Context: an optimization exercise on an open-source flow, tuned for small area. The choices shown serve that exercise and are no tape-out recipe. The RTL was checked by simulation tests, not by an equivalence proof against the original design. Power and IR drop assume default switching activity.

<file path="design/flow/run.sh">
#!/bin/bash
# synth_recipe.tcl (not shown) runs the flow's synth.tcl, then flattens the netlist and writes it again
# the make line also repeats each setting of config.mk as NAME=value (left out here)
make -C /OpenROAD-flow-scripts/flow DESIGN_CONFIG=/design/flow/config.mk WORK_HOME=/design/flow/orfs CLKGATE_MAP_FILE= SYNTH_SCRIPT=/design/flow/synth_recipe.tcl finish
</file>
<file path="design/flow/design.v">
`timescale 1ns / 1ps
module pe #(
    parameter DATA_WIDTH = 8,
    parameter ACC_WIDTH = 32
)(
    input  logic                    clk,
    input  logic                    reset,
    input  logic                    enable,         
    input  logic signed [DATA_WIDTH-1:0]  in_a,
    input  logic signed [DATA_WIDTH-1:0]  in_b,
    output logic signed [DATA_WIDTH-1:0]  out_a,
    output logic signed [DATA_WIDTH-1:0]  out_b,
    output logic signed [ACC_WIDTH-1:0]   out_c
);
    logic signed [DATA_WIDTH-1:0] a_reg;
    logic signed [DATA_WIDTH-1:0] b_reg;
    logic signed [2*DATA_WIDTH-1:0] mult_result;
    logic signed [ACC_WIDTH-1:0] mult_extended;   
    always_ff @(posedge clk) begin
        if (reset) begin
            a_reg       <= '0;
            b_reg       <= '0;
            mult_result <= '0;
            mult_extended <= '0;
            out_a       <= '0;
            out_b       <= '0;
            out_c       <= '0;
        end else if (enable) begin
            a_reg <= in_a;
            b_reg <= in_b;
            out_a <= a_reg;
            out_b <= b_reg;
            mult_result <= a_reg * b_reg;
            mult_extended <= {{(ACC_WIDTH-2*DATA_WIDTH){mult_result[2*DATA_WIDTH-1]}}, mult_result};
            out_c <= mult_extended;
        end
    end
endmodule
`timescale 1ns / 1ps
module Systolic #(
    parameter ARRAY_SIZE = 4,
    parameter DATA_WIDTH = 8,
    parameter ACC_WIDTH = 32
)(
    input  logic clk,
    input  logic reset,
    input  logic enable,  
    input  logic signed [DATA_WIDTH-1:0] a1, a2, a3, a4,
    input  logic signed [DATA_WIDTH-1:0] b1, b2, b3, b4,
    output logic signed [ACC_WIDTH-1:0]  c1, c2, c3, c4,
    output logic signed [ACC_WIDTH-1:0]  c5, c6, c7, c8,
    output logic signed [ACC_WIDTH-1:0]  c9, c10, c11, c12,
    output logic signed [ACC_WIDTH-1:0]  c13, c14, c15, c16
);
    logic signed [DATA_WIDTH-1:0] a_bus [ARRAY_SIZE-1:0][ARRAY_SIZE-1:0];
    logic signed [DATA_WIDTH-1:0] b_bus [ARRAY_SIZE-1:0][ARRAY_SIZE-1:0];
    logic signed [ACC_WIDTH-1:0]  c_bus [ARRAY_SIZE-1:0][ARRAY_SIZE-1:0];
    logic signed [DATA_WIDTH-1:0] a_input [ARRAY_SIZE-1:0];
    logic signed [DATA_WIDTH-1:0] b_input [ARRAY_SIZE-1:0];
    logic signed [DATA_WIDTH-1:0] a_skew [ARRAY_SIZE-1:0][ARRAY_SIZE-1:0];
    logic signed [DATA_WIDTH-1:0] b_skew [ARRAY_SIZE-1:0][ARRAY_SIZE-1:0];
    logic signed [ACC_WIDTH-1:0] c_output [ARRAY_SIZE-1:0][ARRAY_SIZE-1:0];
    logic reset_sync1, reset_sync2;
    always_ff @(posedge clk) begin
        reset_sync1 <= reset;
        reset_sync2 <= reset_sync1;
    end
    always_ff @(posedge clk) begin
        if (reset_sync2) begin
            for (int i = 0; i < ARRAY_SIZE; i++) begin
                a_input[i] <= '0;
                b_input[i] <= '0;
                for (int k = 0; k < ARRAY_SIZE; k++) begin
                    a_skew[i][k] <= '0;
                    b_skew[i][k] <= '0;
                end
            end
        end else if (enable) begin
            a_input[0] <= a1;
            a_input[1] <= a2;
            a_input[2] <= a3;
            a_input[3] <= a4;
            b_input[0] <= b1;
            b_input[1] <= b2;
            b_input[2] <= b3;
            b_input[3] <= b4;
            for (int i = 0; i < ARRAY_SIZE; i++) begin
                a_skew[i][0] <= a_input[i];
                for (int k = 1; k < ARRAY_SIZE; k++) begin
                    a_skew[i][k] <= a_skew[i][k-1];
                end
            end
            for (int j = 0; j < ARRAY_SIZE; j++) begin
                b_skew[j][0] <= b_input[j];
                for (int k = 1; k < ARRAY_SIZE; k++) begin
                    b_skew[j][k] <= b_skew[j][k-1];
                end
            end
        end
    end
    always_ff @(posedge clk) begin
        if (reset_sync2) begin
            for (int i = 0; i < ARRAY_SIZE; i++)
                for (int k = 0; k < ARRAY_SIZE; k++)
                    c_output[i][k] <= '0;
        end else if (enable) begin
            for (int i = 0; i < ARRAY_SIZE; i++)
                for (int k = 0; k < ARRAY_SIZE; k++)
                    c_output[i][k] <= c_bus[i][k];
        end
    end
    assign c1  = c_output[0][0]; assign c2  = c_output[0][1]; assign c3  = c_output[0][2]; assign c4  = c_output[0][3];
    assign c5  = c_output[1][0]; assign c6  = c_output[1][1]; assign c7  = c_output[1][2]; assign c8  = c_output[1][3];
    assign c9  = c_output[2][0]; assign c10 = c_output[2][1]; assign c11 = c_output[2][2]; assign c12 = c_output[2][3];
    assign c13 = c_output[3][0]; assign c14 = c_output[3][1]; assign c15 = c_output[3][2]; assign c16 = c_output[3][3];
    genvar i, j;
    generate
        for (i = 0; i < ARRAY_SIZE; i = i + 1) begin : ROW
            for (j = 0; j < ARRAY_SIZE; j = j + 1) begin : COL
                logic signed [DATA_WIDTH-1:0] pe_in_a;
                logic signed [DATA_WIDTH-1:0] pe_in_b;
                always_comb begin
                    if (j == 0) begin
                        pe_in_a = a_skew[i][i]; 
                    end else begin
                        pe_in_a = a_bus[i][j-1];
                    end
                    if (i == 0) begin
                        pe_in_b = b_skew[j][j]; 
                    end else begin
                        pe_in_b = b_bus[i-1][j];
                    end
                end
                pe #(
                    .DATA_WIDTH(DATA_WIDTH),
                    .ACC_WIDTH(ACC_WIDTH)
                ) pe_inst (
                    .clk(clk),
                    .reset(reset_sync2),
                    .enable(enable),
                    .in_a(pe_in_a),
                    .in_b(pe_in_b),
                    .out_a(a_bus[i][j]),
                    .out_b(b_bus[i][j]),
                    .out_c(c_bus[i][j])
                );
            end
        end
    endgenerate
endmodule
`timescale 1ns / 1ps
module systolic_top #(
    parameter ARRAY_SIZE = 4,
    parameter DATA_WIDTH = 8,
    parameter ACC_WIDTH = 32
)(
    input  logic                         clk,
    input  logic                         reset,
    input  logic                         enable,         
    input  logic [ARRAY_SIZE*DATA_WIDTH-1:0] a_in,
    input  logic [ARRAY_SIZE*DATA_WIDTH-1:0] b_in,
    output logic [ARRAY_SIZE*ARRAY_SIZE*ACC_WIDTH-1:0] c_out
);
    Systolic #(
        .ARRAY_SIZE(ARRAY_SIZE),
        .DATA_WIDTH(DATA_WIDTH),
        .ACC_WIDTH(ACC_WIDTH)
    ) u_systolic (
        .clk   (clk),
        .reset (reset),
        .enable(enable),
        .a1    (a_in[0*DATA_WIDTH +: DATA_WIDTH]),
        .a2    (a_in[1*DATA_WIDTH +: DATA_WIDTH]),
        .a3    (a_in[2*DATA_WIDTH +: DATA_WIDTH]),
        .a4    (a_in[3*DATA_WIDTH +: DATA_WIDTH]),
        .b1    (b_in[0*DATA_WIDTH +: DATA_WIDTH]),
        .b2    (b_in[1*DATA_WIDTH +: DATA_WIDTH]),
        .b3    (b_in[2*DATA_WIDTH +: DATA_WIDTH]),
        .b4    (b_in[3*DATA_WIDTH +: DATA_WIDTH]),
        .c1    (c_out[0*ACC_WIDTH +: ACC_WIDTH]), .c2  (c_out[1*ACC_WIDTH +: ACC_WIDTH]), .c3  (c_out[2*ACC_WIDTH +: ACC_WIDTH]), .c4  (c_out[3*ACC_WIDTH +: ACC_WIDTH]),
        .c5    (c_out[4*ACC_WIDTH +: ACC_WIDTH]), .c6  (c_out[5*ACC_WIDTH +: ACC_WIDTH]), .c7  (c_out[6*ACC_WIDTH +: ACC_WIDTH]), .c8  (c_out[7*ACC_WIDTH +: ACC_WIDTH]),
        .c9    (c_out[8*ACC_WIDTH +: ACC_WIDTH]), .c10 (c_out[9*ACC_WIDTH +: ACC_WIDTH]), .c11 (c_out[10*ACC_WIDTH +: ACC_WIDTH]), .c12 (c_out[11*ACC_WIDTH +: ACC_WIDTH]),
        .c13   (c_out[12*ACC_WIDTH +: ACC_WIDTH]), .c14 (c_out[13*ACC_WIDTH +: ACC_WIDTH]), .c15 (c_out[14*ACC_WIDTH +: ACC_WIDTH]), .c16 (c_out[15*ACC_WIDTH +: ACC_WIDTH])
    );
endmodule
`timescale 1ns / 1ps
module accumulator_bank #(
    parameter ROWS = 4,
    parameter COLS = 4,
    parameter ACC_WIDTH = 32
)(
    input  logic clk,
    input  logic reset,
    input  logic enable,
    input  logic clear,
    input  logic [ROWS*COLS*ACC_WIDTH-1:0]  partial_sums,
    output logic [ROWS*COLS*ACC_WIDTH-1:0]  accumulated_sums,
    output logic overflow_flag
);
    logic signed [ACC_WIDTH-1:0] accum_regs [ROWS-1:0][COLS-1:0];
    logic signed [ACC_WIDTH:0] accum_temp [ROWS-1:0][COLS-1:0];
    logic overflow_detected [ROWS-1:0][COLS-1:0];
    logic any_overflow;
    always_comb begin
        for (int i = 0; i < ROWS; i++) begin
            for (int j = 0; j < COLS; j++) begin
                accum_temp[i][j] = {partial_sums[(i*COLS+j)*ACC_WIDTH+ACC_WIDTH-1], partial_sums[(i*COLS+j)*ACC_WIDTH +: ACC_WIDTH]} +
                                   {accum_regs[i][j][ACC_WIDTH-1], accum_regs[i][j]};
            end
        end
    end
    always_ff @(posedge clk) begin
        if (reset) begin
            for (int i = 0; i < ROWS; i++)
                for (int j = 0; j < COLS; j++) begin
                    accum_regs[i][j] <= '0;
                    overflow_detected[i][j] <= 1'b0;
                end
        end else if (clear) begin
            for (int i = 0; i < ROWS; i++)
                for (int j = 0; j < COLS; j++) begin
                    accum_regs[i][j] <= '0;
                    overflow_detected[i][j] <= 1'b0;
                end
        end else if (enable) begin
            for (int i = 0; i < ROWS; i++) begin
                for (int j = 0; j < COLS; j++) begin
                    if (accum_temp[i][j][ACC_WIDTH] != accum_temp[i][j][ACC_WIDTH-1]) begin
                        overflow_detected[i][j] <= 1'b1;
                        if (accum_temp[i][j][ACC_WIDTH]) begin
                            accum_regs[i][j] <= {1'b1, {(ACC_WIDTH-1){1'b0}}};
                        end else begin
                            accum_regs[i][j] <= {1'b0, {(ACC_WIDTH-1){1'b1}}};
                        end
                    end else begin
                        accum_regs[i][j] <= accum_temp[i][j][ACC_WIDTH-1:0];
                    end
                end
            end
        end
    end
    always_comb begin
        any_overflow = 1'b0;
        for (int i = 0; i < ROWS; i++) begin
            for (int j = 0; j < COLS; j++) begin
                any_overflow |= overflow_detected[i][j];
            end
        end
    end
    genvar gi, gj;
    generate
        for (gi = 0; gi < ROWS; gi = gi + 1) begin : OUT_ROW
            for (gj = 0; gj < COLS; gj = gj + 1) begin : OUT_COL
                assign accumulated_sums[(gi*COLS+gj)*ACC_WIDTH +: ACC_WIDTH] = accum_regs[gi][gj];
            end
        end
    endgenerate
    assign overflow_flag = any_overflow;
endmodule
`timescale 1ns / 1ps
module systolic_accum4 #(
    parameter ARRAY_SIZE = 4,
    parameter DATA_WIDTH = 8,
    parameter ACC_WIDTH = 32
)(
    input  logic clk,
    input  logic reset,
    input  logic enable,
    input  logic [ARRAY_SIZE*DATA_WIDTH-1:0] a_in,
    input  logic [ARRAY_SIZE*DATA_WIDTH-1:0] b_in,
    input  logic accum_clear,
    input  logic accum_enable,
    output logic [ARRAY_SIZE*ARRAY_SIZE*ACC_WIDTH-1:0] accum_out,
    output logic systolic_valid,
    output logic accum_overflow
);
    logic [ARRAY_SIZE*ARRAY_SIZE*ACC_WIDTH-1:0] systolic_out;
    logic systolic_valid_reg;
    systolic_top #(
        .ARRAY_SIZE(ARRAY_SIZE),
        .DATA_WIDTH(DATA_WIDTH),
        .ACC_WIDTH(ACC_WIDTH)
    ) u_systolic (
        .clk    (clk),
        .reset  (reset),
        .enable (enable),
        .a_in   (a_in),
        .b_in   (b_in),
        .c_out  (systolic_out)
    );
    always_ff @(posedge clk) begin
        if (reset)
            systolic_valid_reg <= 1'b0;
        else
            systolic_valid_reg <= enable;
    end
    assign systolic_valid = systolic_valid_reg;
    accumulator_bank #(
        .ROWS(ARRAY_SIZE),
        .COLS(ARRAY_SIZE),
        .ACC_WIDTH(ACC_WIDTH)
    ) u_accumulator (
        .clk             (clk),
        .reset           (reset),
        .enable          (accum_enable & systolic_valid_reg),
        .clear           (accum_clear),
        .partial_sums    (systolic_out),
        .accumulated_sums(accum_out),
        .overflow_flag   (accum_overflow)
    );
endmodule
</file>
<file path="design/flow/constraint.sdc">
create_clock -name core_clock -period 5.5 [get_ports {clk}]
set_input_delay 1.1000 -clock core_clock [delete_from_list [all_inputs] [get_ports {clk}]]
set_output_delay 1.1000 -clock core_clock [all_outputs]
set_load 0.01 [all_outputs]
</file>
<file path="design/flow/config.mk">
export PLATFORM = sky130hd
export DESIGN_NAME = systolic_accum4
export DESIGN_NICKNAME = systolic_accum4
export VERILOG_FILES = /design/flow/design.v
export SDC_FILE = /design/flow/constraint.sdc
export NUM_CORES = 4
export LEC_CHECK = 0
export CAP_MARGIN = 20
export CORE_MARGIN = 2
export CORE_UTILIZATION = 40
export SLEW_MARGIN = 20
</file>
==> results.txt <==
power share of the combinational group 0.052; largest reg by FF count u_accumulator.accum_regs; antenna violations before repair 26; worst hold path depth 0; number of global-route vias before repair 104k; count of maximum capacitance violations 0; DR vias 107k; number of placement rows 220; switching share of total power 0.241; met1 routed wirelength after detailed routing 172 mm; worst setup slack for register-to-register paths 0.50 ns; area taken by multi-input logic gates 0.0912 mm²; unrepaired setup endpoints after global routing false; total met2 wirelength after detailed routing 175 mm; final estimated routing congestion in global placement just under 0.9; Initial Utilization 0.402; gr ovfl total 0; Final Hold Violating Endpoints 0; end point of the most critical hold path u_systolic.u_systolic.reset_sync2; Starting DRT DRC Count approximately 6.1k; largest net degree at the start of global routing 206; final hold slack 0.323 ns; path depth of the worst reg2reg path 20; CTS buffer count between 200 and 300; core utilization of the finished layout 0.457; ys flop type sky130_fd_sc_hd__dfxtp_1; Worst EP required 6.29 ns; Synth cell types approximately 120; Post-Synthesis Net Count 18.0k; worst slew slack as a fraction of its limit 0.202; H-tree depth reported by CTS 5; kind of end point of the critical path register; arrival time reported for the critical path endpoint approximately 5.8 ns; Routed wire per std cell 17.5 µm; synthesized instance count 16.1k; sequential standard cell area between 0.04 and 0.05 mm²; Max clock buf depth 4; relative contribution of sequential cells to total power 0.440; length of the first detailed-routing pass in iterations 6; top layer reached by signal wires met5; setup tns final 0 ns; Die Width 605 µm; Layout Skew ~0.042 ns; TritonCTS clock tree done; number of synthesized flops with an enable pin 0; Mapped Avg Cell Area 8.99 µm²; residual antenna-violating net count after detailed routing 0; fraction of layout cells with a size suffix above 1 0.0454; final critical-path share of the clock period 0.910; number of flip-flops under the largest register name 512; switching component of the power 9.02 mW; estimated wirelength of the detail-placed design 272 mm; class of the tightest hold or removal check register to register; P per Cell Area 228 mW/mm²; via count normalized by instance count 5.06; clock-pin slew of the registers on the worst-case setup and hold paths 0.06 ns; Pint 28.4 mW; post-synthesis register bit count 2227; clock root buffer sky130_fd_sc_hd__clkbuf_16; critical hold path startpoint u_systolic.u_systolic.reset_sync1; total placed instance area 0.155 mm²; class of the most critical setup path register to register; number of hold-repair buffers added at the cts stage 0; final setup vio count 0; number of fill cells 34.6k; GRT Util Overall 0.198; I/O Buffers 582; sequential fraction of the synthesis area 0.309; number of max-slew violations in the final report 0; num ports 583; Core ar. 0.359 mm²; Period minus WS final about 5.0 ns; Static Leak 75.3 nW; final std cell area, no fill around 0.16 mm²; # clock sinks ~2.2k; Clock Latency Late Sink 0.90 ns; DRC Markers 0; Vert. Die Dim 605 µm; area growth from synthesis to layout 13.8%; ys async rst share 0; total met3 wirelength after detailed routing 13.4 mm; Routed Wire Length 371 mm; CP Launch Type register; global-route wire length before repair around 600 mm; CP max FO 10; count of warnings emitted by yosys 20; Post-CTS Setup Inserts 0; maximum ir drop on the vdd rail 0.213 mV; # nets final 18.2k; Post-CTS Resized 0; clock group share of total power 0.508; Slew @ Worst Pin 1.20 ns; area of the die 0.366 mm²; highest clock rate 0.200 GHz; cell area after synthesis 0.144 mm²; run status no timing/DRC/antenna violations
power by group through the flow:
stage                     registers (mW)  logic [mW]  clock network [mW]
after floorplan                     16.8        1.35                   0
after detailed placement            16.8        1.97                   0
after CTS                           16.5        1.97                19.6
final                               16.5        1.95                19.0
after global routing                16.5        2.13                20.2
after global placement              16.8        1.96                   0
how the worst max path moves through the flow:
stage | from | to | slack (ns)
2_1_floorplan | register | register | 0.88
3_3_place_gp | register | register | 0.63
3_5_place_dp | register | register | 0.52
4_1_cts | register | register | 0.48
5_1_grt | register | register | 0.17
6_report | register | register | 0.50
worst max-delay path, cell delays in order, from the launching register on:
cell and delay, ns:
sky130_fd_sc_hd__dfxtp_1 0.43, sky130_fd_sc_hd__and2_1 0.24, sky130_fd_sc_hd__fa_1 0.53, sky130_fd_sc_hd__inv_1 0.05, sky130_fd_sc_hd__fa_1 0.54, sky130_fd_sc_hd__inv_1 0.05, sky130_fd_sc_hd__fa_1 0.51, sky130_fd_sc_hd__inv_1 0.06
sky130_fd_sc_hd__fa_1 0.48, sky130_fd_sc_hd__inv_1 0.04, sky130_fd_sc_hd__ha_1 0.28, sky130_fd_sc_hd__inv_1 0.09, sky130_fd_sc_hd__o21ai_0 0.09, sky130_fd_sc_hd__a21oi_1 0.24, sky130_fd_sc_hd__o21bai_1 0.09, sky130_fd_sc_hd__a21oi_1 0.22
sky130_fd_sc_hd__nor2b_1 0.07, sky130_fd_sc_hd__o21a_1 0.18, sky130_fd_sc_hd__o41ai_1 0.33, sky130_fd_sc_hd__xnor2_1 0.12, sky130_fd_sc_hd__a211oi_1 0.25
per-stage QoR:
| step | power [mW] | setup WS (ns) | instances |
|---|---|---|---|
| 2_1_floorplan | 18.1 | 0.878 | 16100 |
| 3_3_place_gp | 18.8 | 0.632 | 20700 |
| 3_5_place_dp | 18.8 | 0.522 | 20700 |
| 4_1_cts | 38.1 | 0.485 | 21200 |
| 5_1_grt | 38.8 | 0.168 | 21200 |
| 6_report | 37.4 | 0.496 | 21200 |
placed cells by master (no fill, tap or decap), types with 552 or more instances in the layout:
cell,n
sky130_fd_sc_hd__clkdlybuf4s50_1,581
sky130_fd_sc_hd__mux2i_1,1545
sky130_fd_sc_hd__and2_1,695
sky130_fd_sc_hd__ha_1,976
sky130_fd_sc_hd__inv_1,1471
sky130_fd_sc_hd__nand2_1,552
sky130_fd_sc_hd__o21ai_0,932
sky130_fd_sc_hd__a21oi_1,1275
sky130_fd_sc_hd__nor2_1,2047
sky130_fd_sc_hd__dfxtp_1,2226
sky130_fd_sc_hd__fa_1,896
cells in the mapped netlist, types with 12 or more instances:
cell type                     n  share of area
sky130_fd_sc_hd__clkbuf_1   667          0.017
sky130_fd_sc_hd__o21ai_1     61         0.0021
sky130_fd_sc_hd__o22ai_1     39         0.0017
sky130_fd_sc_hd__xnor2_1    509          0.031
sky130_fd_sc_hd__xor2_1     202          0.012
sky130_fd_sc_hd__nand4_1     39         0.0017
sky130_fd_sc_hd__nor4_1      21        0.00091
sky130_fd_sc_hd__nor2b_1    212         0.0092
sky130_fd_sc_hd__inv_1     1471          0.038
sky130_fd_sc_hd__a31oi_1     46         0.0020
sky130_fd_sc_hd__o31ai_1     20         0.0010
sky130_fd_sc_hd__buf_1      123         0.0032
sky130_fd_sc_hd__fa_1       896           0.12
sky130_fd_sc_hd__nand2b_1    91         0.0039
sky130_fd_sc_hd__or2_2       16        0.00069
sky130_fd_sc_hd__nand3_1     94         0.0033
sky130_fd_sc_hd__mux2_2      16         0.0012
sky130_fd_sc_hd__nor2_1    2052          0.053
sky130_fd_sc_hd__buf_4       12        0.00062
sky130_fd_sc_hd__o21bai_1    95         0.0049
sky130_fd_sc_hd__or3_1       18        0.00078
sky130_fd_sc_hd__a21oi_1   1277          0.044
sky130_fd_sc_hd__mux2i_1   1545           0.11
sky130_fd_sc_hd__a211oi_1    73         0.0038
sky130_fd_sc_hd__o21a_1      69         0.0036
sky130_fd_sc_hd__dfxtp_1   2227           0.31
sky130_fd_sc_hd__nor3_1     117         0.0041
sky130_fd_sc_hd__maj3_1     167          0.012
sky130_fd_sc_hd__a221o_1     17         0.0012
sky130_fd_sc_hd__ha_1       976          0.085
sky130_fd_sc_hd__nand2_1    554          0.014
sky130_fd_sc_hd__a21boi_0    17        0.00088
sky130_fd_sc_hd__and4_1      13        0.00079
sky130_fd_sc_hd__o21ai_0    932          0.032
sky130_fd_sc_hd__buf_2       39         0.0014
sky130_fd_sc_hd__o211ai_1    28         0.0015
sky130_fd_sc_hd__nor3b_1     13        0.00068
sky130_fd_sc_hd__and3_1      43         0.0019
sky130_fd_sc_hd__and2_1     696          0.030
sky130_fd_sc_hd__a21o_1     312          0.016
sky130_fd_sc_hd__o31a_1      21         0.0013
cell families after synthesis:
kind of cell / synth area share
multiplexers: 0.108
AND/OR/NAND/NOR: 0.128
XOR/XNOR: 0.0439
buffers and inverters: 0.0612
adder cells (fa/ha/maj): 0.220
AO/OA/AOI/OAI: 0.130
flip-flops: 0.309
routing by layer:
metal	up-vias	global-route usage
met2	1616	0.331
li1	54200	-
met3	474	0.0256
met1	51200	0.266
met4	2	0.0573
met5	-	0
layout make-up:
| class | instances | area share |
|---|---|---|
| clock inverters | 132 | 0.0110 |
| flip-flops and latches | 2227 | 0.271 |
| repair buffers | 744 | 0.0456 |
| inverters | 1474 | 0.0337 |
| diodes | 11 | 0.000168 |
| well taps | 4773 | 0.0363 |
| clock buffers | 351 | 0.0466 |
| multi-input cells | 11500 | 0.555 |

==> re-timing with driven ports <==
The results above use ideal ports. As a check the final layout listed here was re-extracted and re-timed, cells and wires unchanged. Step 1 assumes that a clkbuf_16 drives the clock port and a buf_2 every other input. Step 2 also shifts input and output timing later by t, the mid clock arrival at the registers, as if the neighbouring blocks saw the same clock. Three values: ideal ports, drivers, drivers and shift; two values: the first two.
t, ns: 0.999
setup WS [ns]: 0.496 / 0.496 / 0.496
worst register clock-pin slew, ns: 0.07 / 0.07
After both steps this run still meets setup and hold. The setup slack of this run moves by 0.000 ns with the drivers and by 0.000 ns with both steps.
